What follows belongs to an exercise in optimizing a design on an open flow for small area, a short achievable clock period and few clock cycles per item; a production flow would make more cautious choices. No run shown here included a check of the RTL's function; only the layout flow was run. No activity file was given, so power comes from the tool's default toggle rates.

## flow/design.v (module list and top-level ports; edited modules follow where they fit)
// module Mult: 1290 lines
// module BoothRow: 6 lines
// module FA: 6 lines
// module HA: 6 lines
module Mult (MultStart, out_A, out_B, rst, clk, HI, LOW, EndMult);
  // ...
==> flow/run.sh <==
#!/bin/bash
# synth_recipe.tcl (not shown) runs the flow's synth.tcl, then flattens the netlist and writes it again
# the make line also repeats each setting of config.mk as NAME=value (left out here)
make -C /OpenROAD-flow-scripts/flow DESIGN_CONFIG=/design/flow/config.mk WORK_HOME=/design/flow/orfs CLKGATE_MAP_FILE= SYNTH_SCRIPT=/design/flow/synth_recipe.tcl finish
==> flow/config.mk <==
export PLATFORM = sky130hd
export DESIGN_NAME = Mult
export DESIGN_NICKNAME = Mult
export VERILOG_FILES = /design/flow/design.v
export SDC_FILE = /design/flow/constraint.sdc
export NUM_CORES = 4
export LEC_CHECK = 0
export CAP_MARGIN = 20
export CORE_MARGIN = 2
export CORE_UTILIZATION = 40
export SETUP_SLACK_MARGIN = 1.6
export SLEW_MARGIN = 20
export SYNTH_HIERARCHICAL = 1
export SYNTH_MINIMUM_KEEP_SIZE = 0
==> flow/constraint.sdc <==
create_clock -name core_clock -period 6.5 [get_ports {clk}]
set_input_delay 1.3000 -clock core_clock [delete_from_list [all_inputs] [get_ports {clk}]]
set_output_delay 1.3000 -clock core_clock [all_outputs]
set_load 0.01 [all_outputs]
==> summary.md, run 1 <==
| Metric | Value |
|---|---|
| Net Sw Frac | ~49% |
| Critical-path top delay cell | fa_2 |
| Power per cell area | roughly 640 mW/mm2 |
| Compound-Gate Fraction of Synth Area | 20.7% |
| Hold Vio Cnt, Final | 0 |
| Area of the multi-input gates | between 0.02 and 0.025 mm2 |
| Seq pwr | between 1.5 and 2 mW |
| RSZ-0062 raised after global routing | yes |
| Fmax | roughly 200 MHz |
| Cts bufs inserted | 17 |
| Post-synthesis xor/xnor area fraction | between 10% and 20% |
| Initial Util | a little over 40% |
| ANT cells | 2 |
| Outcome | no timing/DRC/antenna violations |
| Layout cells sized above 1 | around a quarter |
| Mapped Area | between 0.02 and 0.03 mm2 |
| Count leader, synth | xnor2_1 |
| Core area | 0.0654 mm2 |
| Largest net degree at the start of global routing | 36 |
| PortBufs | approximately 130 |
| Post-synthesis adder-cell area fraction | between 40% and 50% |
| Fraction of area in multi-input gates | approximately 73% |
| Remaining DRCs | 0 |
| Combinational fraction of design power | 87.2% |
| Sequential cell area share | around 7.6% |
| List of most frequent post-synthesis cells | xnor2_1 (546), a22oi_1 (497), fa_1 (434) |
| Tapcells | between 800 and 900 |
| Hold slack final | ~1.1 ns |
| DP Worst Slack | 0.377 ns |
| Vias per cell | approximately 6.4 |
| Crit path launch | out_B[19] |
| Routed Antenna Nets | 0 |
| Post-layout util | 51.0% |
| Hold Buf Count CTS | 0 |
| Die ar. | approximately 0.068 mm2 |
| Inst Count DP | around 3500 |
| CTS tree | built |
| Slew Limit Fails | 0 |
| Sw Pwr | around 10 mW |
| Min-delay worst type | in -> reg |
| Hpwl dp | 71.2 mm |
| Area leader, netlist | fa_1 |
| GR Layer Usage met2 | between 40% and 50% |
| Design Area, Final | about 0.033 mm2 |
==> run 2: changes to the inputs <==
--- a/flow/design.v
+++ b/flow/design.v
@@ -7,128 +7,128 @@
 	input wire rst;
 	input wire clk;
 	output reg EndMult;
 	always @(posedge clk) EndMult <= ~rst & MultStart;
 	wire [32:0] bs;
 	assign bs = {out_B, 1'b0};
 	wire [32:0] ax = {out_A[31], out_A};
 	wire [32:0] ax1 = {out_A, 1'b0};
-	wire neg0, pn0;
-	wire [31:0] pp0;
+	wire neg0 = bs[2];
 	wire one0 = bs[1] ^ bs[0];
 	wire two0 = (bs[2] & ~bs[1] & ~bs[0]) | (~bs[2] & bs[1] & bs[0]);
-	assign neg0 = bs[2];
-	BoothRow row0 (.one(one0), .two(two0), .neg(neg0), .a(out_A), .p(pp0));
-	assign pn0 = ~(((one0 | two0) & out_A[31]) ^ neg0);
-	wire neg1, pn1;
-	wire [31:0] pp1;
+	wire [31:0] pp0;
+	wire pn0;
+	BoothSel bsel0 [31:0] (.one(one0), .two(two0), .neg(neg0), .a(out_A), .a1(ax1[31:0]), .p(pp0));
+	BoothSelN bseln0 (.one(one0), .two(two0), .neg(neg0), .a(out_A[31]), .a1(out_A[31]), .pn(pn0));
+	wire neg1 = bs[4];
 	wire one1 = bs[3] ^ bs[2];
 	wire two1 = (bs[4] & ~bs[3] & ~bs[2]) | (~bs[4] & bs[3] & bs[2]);
-	assign neg1 = bs[4];
-	BoothRow row1 (.one(one1), .two(two1), .neg(neg1), .a(out_A), .p(pp1));
-	assign pn1 = ~(((one1 | two1) & out_A[31]) ^ neg1);
-	wire neg2, pn2;
-	wire [31:0] pp2;
+	wire [31:0] pp1;
+	wire pn1;
+	BoothSel bsel1 [31:0] (.one(one1), .two(two1), .neg(neg1), .a(out_A), .a1(ax1[31:0]), .p(pp1));
+	BoothSelN bseln1 (.one(one1), .two(two1), .neg(neg1), .a(out_A[31]), .a1(out_A[31]), .pn(pn1));
+	wire neg2 = bs[6];
 	wire one2 = bs[5] ^ bs[4];
 	wire two2 = (bs[6] & ~bs[5] & ~bs[4]) | (~bs[6] & bs[5] & bs[4]);
-	assign neg2 = bs[6];
-	BoothRow row2 (.one(one2), .two(two2), .neg(neg2), .a(out_A), .p(pp2));
-	assign pn2 = ~(((one2 | two2) & out_A[31]) ^ neg2);
-	wire neg3, pn3;
-	wire [31:0] pp3;
+	wire [31:0] pp2;
+	wire pn2;
+	BoothSel bsel2 [31:0] (.one(one2), .two(two2), .neg(neg2), .a(out_A), .a1(ax1[31:0]), .p(pp2));
+	BoothSelN bseln2 (.one(one2), .two(two2), .neg(neg2), .a(out_A[31]), .a1(out_A[31]), .pn(pn2));
+	wire neg3 = bs[8];
 	wire one3 = bs[7] ^ bs[6];
 	wire two3 = (bs[8] & ~bs[7] & ~bs[6]) | (~bs[8] & bs[7] & bs[6]);
-	assign neg3 = bs[8];
-	BoothRow row3 (.one(one3), .two(two3), .neg(neg3), .a(out_A), .p(pp3));
-	assign pn3 = ~(((one3 | two3) & out_A[31]) ^ neg3);
-	wire neg4, pn4;
-	wire [31:0] pp4;
+	wire [31:0] pp3;
+	wire pn3;
+	BoothSel bsel3 [31:0] (.one(one3), .two(two3), .neg(neg3), .a(out_A), .a1(ax1[31:0]), .p(pp3));
+	BoothSelN bseln3 (.one(one3), .two(two3), .neg(neg3), .a(out_A[31]), .a1(out_A[31]), .pn(pn3));
+	wire neg4 = bs[10];
 	wire one4 = bs[9] ^ bs[8];
 	wire two4 = (bs[10] & ~bs[9] & ~bs[8]) | (~bs[10] & bs[9] & bs[8]);
-	assign neg4 = bs[10];
-	BoothRow row4 (.one(one4), .two(two4), .neg(neg4), .a(out_A), .p(pp4));
-	assign pn4 = ~(((one4 | two4) & out_A[31]) ^ neg4);
-	wire neg5, pn5;
-	wire [31:0] pp5;
+	wire [31:0] pp4;
+	wire pn4;
+	BoothSel bsel4 [31:0] (.one(one4), .two(two4), .neg(neg4), .a(out_A), .a1(ax1[31:0]), .p(pp4));
+	BoothSelN bseln4 (.one(one4), .two(two4), .neg(neg4), .a(out_A[31]), .a1(out_A[31]), .pn(pn4));
+	wire neg5 = bs[12];
 	wire one5 = bs[11] ^ bs[10];
 	wire two5 = (bs[12] & ~bs[11] & ~bs[10]) | (~bs[12] & bs[11] & bs[10]);
-	assign neg5 = bs[12];
-	BoothRow row5 (.one(one5), .two(two5), .neg(neg5), .a(out_A), .p(pp5));
-	assign pn5 = ~(((one5 | two5) & out_A[31]) ^ neg5);
-	wire neg6, pn6;
-	wire [31:0] pp6;
+	wire [31:0] pp5;
+	wire pn5;
+	BoothSel bsel5 [31:0] (.one(one5), .two(two5), .neg(neg5), .a(out_A), .a1(ax1[31:0]), .p(pp5));
+	BoothSelN bseln5 (.one(one5), .two(two5), .neg(neg5), .a(out_A[31]), .a1(out_A[31]), .pn(pn5));
+	wire neg6 = bs[14];
 	wire one6 = bs[13] ^ bs[12];
 	wire two6 = (bs[14] & ~bs[13] & ~bs[12]) | (~bs[14] & bs[13] & bs[12]);
-	assign neg6 = bs[14];
-	BoothRow row6 (.one(one6), .two(two6), .neg(neg6), .a(out_A), .p(pp6));
-	assign pn6 = ~(((one6 | two6) & out_A[31]) ^ neg6);
-	wire neg7, pn7;
-	wire [31:0] pp7;
+	wire [31:0] pp6;
+	wire pn6;
+	BoothSel bsel6 [31:0] (.one(one6), .two(two6), .neg(neg6), .a(out_A), .a1(ax1[31:0]), .p(pp6));
+	BoothSelN bseln6 (.one(one6), .two(two6), .neg(neg6), .a(out_A[31]), .a1(out_A[31]), .pn(pn6));
+	wire neg7 = bs[16];
 	wire one7 = bs[15] ^ bs[14];
 	wire two7 = (bs[16] & ~bs[15] & ~bs[14]) | (~bs[16] & bs[15] & bs[14]);
-	assign neg7 = bs[16];
-	BoothRow row7 (.one(one7), .two(two7), .neg(neg7), .a(out_A), .p(pp7));
-	assign pn7 = ~(((one7 | two7) & out_A[31]) ^ neg7);
-	wire neg8, pn8;
-	wire [31:0] pp8;
+	wire [31:0] pp7;
+	wire pn7;
+	BoothSel bsel7 [31:0] (.one(one7), .two(two7), .neg(neg7), .a(out_A), .a1(ax1[31:0]), .p(pp7));
+	BoothSelN bseln7 (.one(one7), .two(two7), .neg(neg7), .a(out_A[31]), .a1(out_A[31]), .pn(pn7));
+	wire neg8 = bs[18];
 	wire one8 = bs[17] ^ bs[16];
 	wire two8 = (bs[18] & ~bs[17] & ~bs[16]) | (~bs[18] & bs[17] & bs[16]);
-	assign neg8 = bs[18];
-	BoothRow row8 (.one(one8), .two(two8), .neg(neg8), .a(out_A), .p(pp8));
-	assign pn8 = ~(((one8 | two8) & out_A[31]) ^ neg8);
-	wire neg9, pn9;
-	wire [31:0] pp9;
+	wire [31:0] pp8;
+	wire pn8;
+	BoothSel bsel8 [31:0] (.one(one8), .two(two8), .neg(neg8), .a(out_A), .a1(ax1[31:0]), .p(pp8));
+	BoothSelN bseln8 (.one(one8), .two(two8), .neg(neg8), .a(out_A[31]), .a1(out_A[31]), .pn(pn8));
+	wire neg9 = bs[20];
 	wire one9 = bs[19] ^ bs[18];
 	wire two9 = (bs[20] & ~bs[19] & ~bs[18]) | (~bs[20] & bs[19] & bs[18]);
-	assign neg9 = bs[20];
-	BoothRow row9 (.one(one9), .two(two9), .neg(neg9), .a(out_A), .p(pp9));
-	assign pn9 = ~(((one9 | two9) & out_A[31]) ^ neg9);
-	wire neg10, pn10;
-	wire [31:0] pp10;
+	wire [31:0] pp9;
+	wire pn9;
+	BoothSel bsel9 [31:0] (.one(one9), .two(two9), .neg(neg9), .a(out_A), .a1(ax1[31:0]), .p(pp9));
+	BoothSelN bseln9 (.one(one9), .two(two9), .neg(neg9), .a(out_A[31]), .a1(out_A[31]), .pn(pn9));
+	wire neg10 = bs[22];
 	wire one10 = bs[21] ^ bs[20];
 	wire two10 = (bs[22] & ~bs[21] & ~bs[20]) | (~bs[22] & bs[21] & bs[20]);
-	assign neg10 = bs[22];
-	BoothRow row10 (.one(one10), .two(two10), .neg(neg10), .a(out_A), .p(pp10));
-	assign pn10 = ~(((one10 | two10) & out_A[31]) ^ neg10);
-	wire neg11, pn11;
-	wire [31:0] pp11;
+	wire [31:0] pp10;
+	wire pn10;
+	BoothSel bsel10 [31:0] (.one(one10), .two(two10), .neg(neg10), .a(out_A), .a1(ax1[31:0]), .p(pp10));
+	BoothSelN bseln10 (.one(one10), .two(two10), .neg(neg10), .a(out_A[31]), .a1(out_A[31]), .pn(pn10));
+	wire neg11 = bs[24];
 	wire one11 = bs[23] ^ bs[22];
 	wire two11 = (bs[24] & ~bs[23] & ~bs[22]) | (~bs[24] & bs[23] & bs[22]);
-	assign neg11 = bs[24];
-	BoothRow row11 (.one(one11), .two(two11), .neg(neg11), .a(out_A), .p(pp11));
-	assign pn11 = ~(((one11 | two11) & out_A[31]) ^ neg11);
-	wire neg12, pn12;
-	wire [31:0] pp12;
+	wire [31:0] pp11;
+	wire pn11;
+	BoothSel bsel11 [31:0] (.one(one11), .two(two11), .neg(neg11), .a(out_A), .a1(ax1[31:0]), .p(pp11));
+	BoothSelN bseln11 (.one(one11), .two(two11), .neg(neg11), .a(out_A[31]), .a1(out_A[31]), .pn(pn11));
+	wire neg12 = bs[26];
 	wire one12 = bs[25] ^ bs[24];
 	wire two12 = (bs[26] & ~bs[25] & ~bs[24]) | (~bs[26] & bs[25] & bs[24]);
-	assign neg12 = bs[26];
-	BoothRow row12 (.one(one12), .two(two12), .neg(neg12), .a(out_A), .p(pp12));
-	assign pn12 = ~(((one12 | two12) & out_A[31]) ^ neg12);
-	wire neg13, pn13;
-	wire [31:0] pp13;
+	wire [31:0] pp12;
+	wire pn12;
+	BoothSel bsel12 [31:0] (.one(one12), .two(two12), .neg(neg12), .a(out_A), .a1(ax1[31:0]), .p(pp12));
+	BoothSelN bseln12 (.one(one12), .two(two12), .neg(neg12), .a(out_A[31]), .a1(out_A[31]), .pn(pn12));
+	wire neg13 = bs[28];
 	wire one13 = bs[27] ^ bs[26];
 	wire two13 = (bs[28] & ~bs[27] & ~bs[26]) | (~bs[28] & bs[27] & bs[26]);
-	assign neg13 = bs[28];
-	BoothRow row13 (.one(one13), .two(two13), .neg(neg13), .a(out_A), .p(pp13));
-	assign pn13 = ~(((one13 | two13) & out_A[31]) ^ neg13);
-	wire neg14, pn14;
-	wire [31:0] pp14;
+	wire [31:0] pp13;
+	wire pn13;
+	BoothSel bsel13 [31:0] (.one(one13), .two(two13), .neg(neg13), .a(out_A), .a1(ax1[31:0]), .p(pp13));
+	BoothSelN bseln13 (.one(one13), .two(two13), .neg(neg13), .a(out_A[31]), .a1(out_A[31]), .pn(pn13));
+	wire neg14 = bs[30];
 	wire one14 = bs[29] ^ bs[28];
 	wire two14 = (bs[30] & ~bs[29] & ~bs[28]) | (~bs[30] & bs[29] & bs[28]);
-	assign neg14 = bs[30];
-	BoothRow row14 (.one(one14), .two(two14), .neg(neg14), .a(out_A), .p(pp14));
-	assign pn14 = ~(((one14 | two14) & out_A[31]) ^ neg14);
-	wire neg15, pn15;
-	wire [31:0] pp15;
+	wire [31:0] pp14;
+	wire pn14;
+	BoothSel bsel14 [31:0] (.one(one14), .two(two14), .neg(neg14), .a(out_A), .a1(ax1[31:0]), .p(pp14));
+	BoothSelN bseln14 (.one(one14), .two(two14), .neg(neg14), .a(out_A[31]), .a1(out_A[31]), .pn(pn14));
+	wire neg15 = bs[32];
 	wire one15 = bs[31] ^ bs[30];
 	wire two15 = (bs[32] & ~bs[31] & ~bs[30]) | (~bs[32] & bs[31] & bs[30]);
-	assign neg15 = bs[32];
-	BoothRow row15 (.one(one15), .two(two15), .neg(neg15), .a(out_A), .p(pp15));
-	assign pn15 = ~(((one15 | two15) & out_A[31]) ^ neg15);
+	wire [31:0] pp15;
+	wire pn15;
+	BoothSel bsel15 [31:0] (.one(one15), .two(two15), .neg(neg15), .a(out_A), .a1(ax1[31:0]), .p(pp15));
+	BoothSelN bseln15 (.one(one15), .two(two15), .neg(neg15), .a(out_A[31]), .a1(out_A[31]), .pn(pn15));
 	wire s1, c2;
 	HA ha_s1 (.a(neg12), .b(pp0[24]), .s(s1), .co(c2));
 	wire s3, c4;
 	FA fa_s3 (.a(pp0[25]), .b(pp1[23]), .c(pp2[21]), .s(s3), .co(c4));
 	wire s5, c6;
 	FA fa_s5 (.a(neg13), .b(pp0[26]), .c(pp1[24]), .s(s5), .co(c6));
 	wire s7, c8;
 	FA fa_s7 (.a(pp2[22]), .b(pp3[20]), .c(pp4[18]), .s(s7), .co(c8));
@@ -1283,21 +1283,25 @@
 		C[61] <= s1027;
 		S[62] <= c1028;
 		C[62] <= s1029;
 		S[63] <= c1030;
 		C[63] <= 1'b1;
 	end
 	assign {HI, LOW} = S + C;
 endmodule
-module BoothRow (one, two, neg, a, p);
-	input wire one, two, neg;
-	input wire [31:0] a;
-	output wire [31:0] p;
-	assign p = (({32{one}} & a) | ({32{two}} & {a[30:0], 1'b0})) ^ {32{neg}};
+module BoothSel (one, two, neg, a, a1, p);
+	input wire one, two, neg, a, a1;
+	output wire p;
+	assign p = ((one & a) | (two & a1)) ^ neg;
+endmodule
+module BoothSelN (one, two, neg, a, a1, pn);
+	input wire one, two, neg, a, a1;
+	output wire pn;
+	assign pn = ~(((one & a) | (two & a1)) ^ neg);
 endmodule
 module FA (a, b, c, s, co);
 	input wire a, b, c;
 	output wire s, co;
 	assign s = a ^ b ^ c;
 	assign co = (a & b) | (a & c) | (b & c);
 endmodule
 module HA (a, b, s, co);
==> flow/config.mk (replaced) <==
export PLATFORM = sky130hd
export DESIGN_NAME = Mult
export DESIGN_NICKNAME = Mult
export VERILOG_FILES = /design/flow/design.v
export SDC_FILE = /design/flow/constraint.sdc
export NUM_CORES = 4
export LEC_CHECK = 0
export CAP_MARGIN = 20
export CORE_MARGIN = 2
export CORE_UTILIZATION = 40
export SETUP_SLACK_MARGIN = 1.0
export SLEW_MARGIN = 20
export SYNTH_HIERARCHICAL = 1
export SYNTH_MINIMUM_KEEP_SIZE = 0
==> summary.md, run 2 <==
| Metric | Value |
|---|---|
| Final worst path period share | between 80% and 90% |
| Post-layout util | 48.1% (-2.8 points) |
| Measured slew at the worst slew-check pin | roughly 1.0 ns |
| Chip height | approximately 270 um |
| ANT cells | 0 (-2) |
| Cts bufs inserted | 17 (unchanged) |
| Hold Buf Count CTS | 0 (unchanged) |
| Post-synthesis cell type count | 63 |
| WP data required | around 6.8 ns |
| Largest registers | S (64), C (62), EndMult (1) |
| Seq cells post-synth | roughly 130 |
| Area leader, netlist | fa_1 |
| Met3 Use GR | around 5.8% |
| Post-Syn Instances | around 2300 |
| Fmax | 184 MHz (-8.0%) |
| First-pass GRT wire length | 153 mm |
| Register area share after synthesis | 9.17% |
| Hpwl dp | 76.4 mm (+7.3%) |
| Hold Vio Cnt, Final | 0 (unchanged) |
| Largest fanout on the critical path | 16 |
| MaxCap Viol Count | 0 |
| GR Util met1 | roughly two fifths |
| Register area | around 0.0025 mm2 |
| Total GRT Usage | about 29% |
| Final setup fails | 0 |
| YS warnings | 7 |
| Syn Area/Cell | 11.9 um2 |
| Routability cong. | roughly 0.91 |
| Die ar. | 0.0714 mm2 (+5.3%) |
| Core area | 0.0686 mm2 (+4.9%) |
| Top Usage Layer GRT | met2 |
| Initial Util | 40.4% (+0.18 points) |
| Total Wirelength | about 100 mm |
| Sink Count | 127 |
| Slew Limit Fails | 0 (unchanged) |
| Routed Antenna Nets | 0 (unchanged) |
| Critical Path AT | around 5.7 ns |
| Filler instances | 6138 |
| Leakage power | around 11 nW |
| Area delta synth->final | 19.1% |
| Commonest non-fill, non-tap cells in the layout | xnor2_1 (534), a22oi_2 (529), fa_1 (430) |
| CTS Buffer Depth | 2 |
| Most common cell after layout, fill and taps aside | xnor2_1 |
| Remaining DRCs | 0 (unchanged) |
| Synth top area cells | fa_1 (31%), a22oi_2 (24%), xnor2_1 (17%) |
| Count leader, synth | xnor2_1 |
| Critical path endpoint category | flip-flop |
| # rows | 96 |
| GRT Residual Overflow | 0 |
| Area after DPL | between 0.03 and 0.04 mm2 |
| Pwr Total | about 20 mW |
| Outcome | no timing/DRC/antenna violations |
| Largest net degree at the start of global routing | 35 (-2.8%) |
| Vias in the first global route | roughly 23000 |
| Relative slew slack | 32.9% |
| Routed wire length per instance | ~28 um |
| Top reg by flops | S |
| Die X | about 270 um |
| List of most frequent post-synthesis cells | xnor2_1 (545), a22oi_2 (528), fa_1 (434) |
| VDD IR max | between 400 and 500 uV |
| Most used flip-flop cell after synthesis | dfxtp_1 |
| Post-synth EDFFs | 0 |
| GR Layer Usage met2 | 43.8% (-2.8 points) |
| CP Class | in -> reg |
| Startpoint Class | primary input |
| Max reg flops | 64 |
| I/O pin count | approximately 130 |
| Root Buffer | clkbuf_16 |
| Mapped Area | 0.0277 mm2 (+5.4%) |
| Setup TNS | 0 ns |
| Post-synth top area share | 31.3% |
| CTS tree | built |
| Drt initial violations | 1945 |
| Post-Layout Cell Count | about 3600 |
| Htree depth | 4 |
| Layout cells sized above 1 | 32.1% (+6.9 points) |
| Final Critical Period | around 5.4 ns |
| Hold slack final | 1.39 ns (+0.308 ns) |
| RSZ-0062 raised after global routing | yes |
| Nets | 3309 |
| Initial antenna violation count | 2 |
| Power per cell area | 612 mW/mm2 (-4.3%) |
| Inst Count DP | 3520 (+1.8%) |
| PortBufs | 131 (unchanged) |
| DP Worst Slack | 0.366 ns (-0.0113 ns) |
| Min-delay worst type | in -> reg |
| Vias per cell | 6.11 (-3.9%) |
| Fin worst setup slack | ~1.1 ns |
| Design Area, Final | 0.0330 mm2 (-0.90%) |
| Clk slew on worst S/H paths | about 0.070 ns |
| Asr flop ratio synth | 0% |
| Area of the multi-input gates | 0.0257 mm2 (+6.3%) |
| First-pass iteration count of the detailed router | 5 |
| Routed vias | around 22000 |
[run 2: cell count changes in the layout (fill, tap and decap cells not counted), moves of 41 or more]
cell     change
a22oi_2    +494
fa_2       -129
ha_1        +41
a22oi_1    -462
fa_1       +129
buf_2       +41
[run 2: path summary, 6_finish.rpt]
check | startpoint | endpoint | slack, ns | depth (start not counted)
setup / recovery | out_B[28] | C[45]$_DFF_P_ | 1.05 | 10
hold / removal | rst | EndMult$_DFF_P_ | 1.39 | 2
[run 2: cells by family (layout without fill, tap and decap cells)]
group	Yosys count	after routing	share of synthesized area, %
flops	127	127	9.17
buf+inv	43	366	0.587
other cells	2	32	0.0271
xor+xnor	602	602	19.0
fa+ha+maj	578	578	37.8
simple gates	197	197	3.67
compound gates	775	775	29.7
[run 2: where the power goes]
part	switching (mW)	leakage, nW	total [mW]	internal (mW)
combinational	9.51	10.1	17.4	7.94
clock	0.407	0.304	1.07	0.658
sequential	0.182	1.07	1.69	1.51
total	10.1	11.5	20.2	10.1
[run 2: layer usage]
layer | wire, um | share of wire [%] | vias to the layer above
li1 | - | - | 9255
met5 | 12 | 0.012 | -
met2 | 46000 | 45 | 1063
met3 | 8860 | 8.7 | 151
met4 | 2450 | 2.4 | 2
met1 | 44800 | 44 | 11600
[run 2: layout make-up]
type	instances	share of cell area (%)
inverter	15	0.171
clock buffer	18	1.33
multi-input combinational	2184	77.8
tap	931	3.53
timing repair buffer	319	8.82
clock inverter	14	0.618
sequential	127	7.70
[run 2: what timing repair did]
item | in CTS | in global routing
resized for setup | 9 | 24
pin swaps | 10 | 11
buffers inserted | 31 | 19
cloned | 1 | 5
setup endpoints to repair | 44 | 38
[run 2: per-module statistics from Yosys, one instance, submodules excluded]
module,cells inside,copies in the design,cell area [um2],flip-flops and latches
BoothSelN,2,16,21.3,0
Mult,753,1,6790,127
HA,1,81,12.5,0
BoothSel,2,512,21.3,0
FA,1,434,20.0,0
[run 2: worst max-delay path: stages]
cell,delay (ns)
clkdlybuf4s50_1,0.59
xor2_4,0.55
buf_4,0.42
a22oi_2,0.14
xnor2_1,0.21
fa_1,0.46
fa_1,0.54
fa_1,0.45
fa_1,0.57
fa_1,0.49

==> re-timing with driven ports <==
How much do the figures lean on ideal ports? The routed layouts below were timed once more, with nothing changed but the port constraints. Step 1, drivers: a clkbuf_16 drives clk and a buf_2 each remaining input, both assumed. Step 2 adds t to the input delays and takes it off the output delays; t is the mean of the earliest and latest rising clock arrival at the registers after step 1. Input paths then give back, and output paths get back, about the clock's delay inside the block. Three values: ideal ports, drivers, drivers and shift; two values: the first two.
| run | t (ns) | setup slack, ns | worst hold slack (ns) | clock arrival spread, ns | pins driven straight from the clock port |
|---|---|---|---|---|---|
| run 1 | 0.513 | 1.485 / 1.472 / 0.959 | 1.085 / 1.092 / 1.605 | 0.015 / 0.016 | 1 |
| run 2 | 0.486 | 1.051 / 1.041 / 0.554 | 1.393 / 1.359 / 1.846 | 0.017 / 0.017 | 1 |
After both steps every run listed still meets setup and hold. For run 1, which loses most, drivers alone change the setup slack by -0.013 ns; drivers and shift together by -0.526 ns.
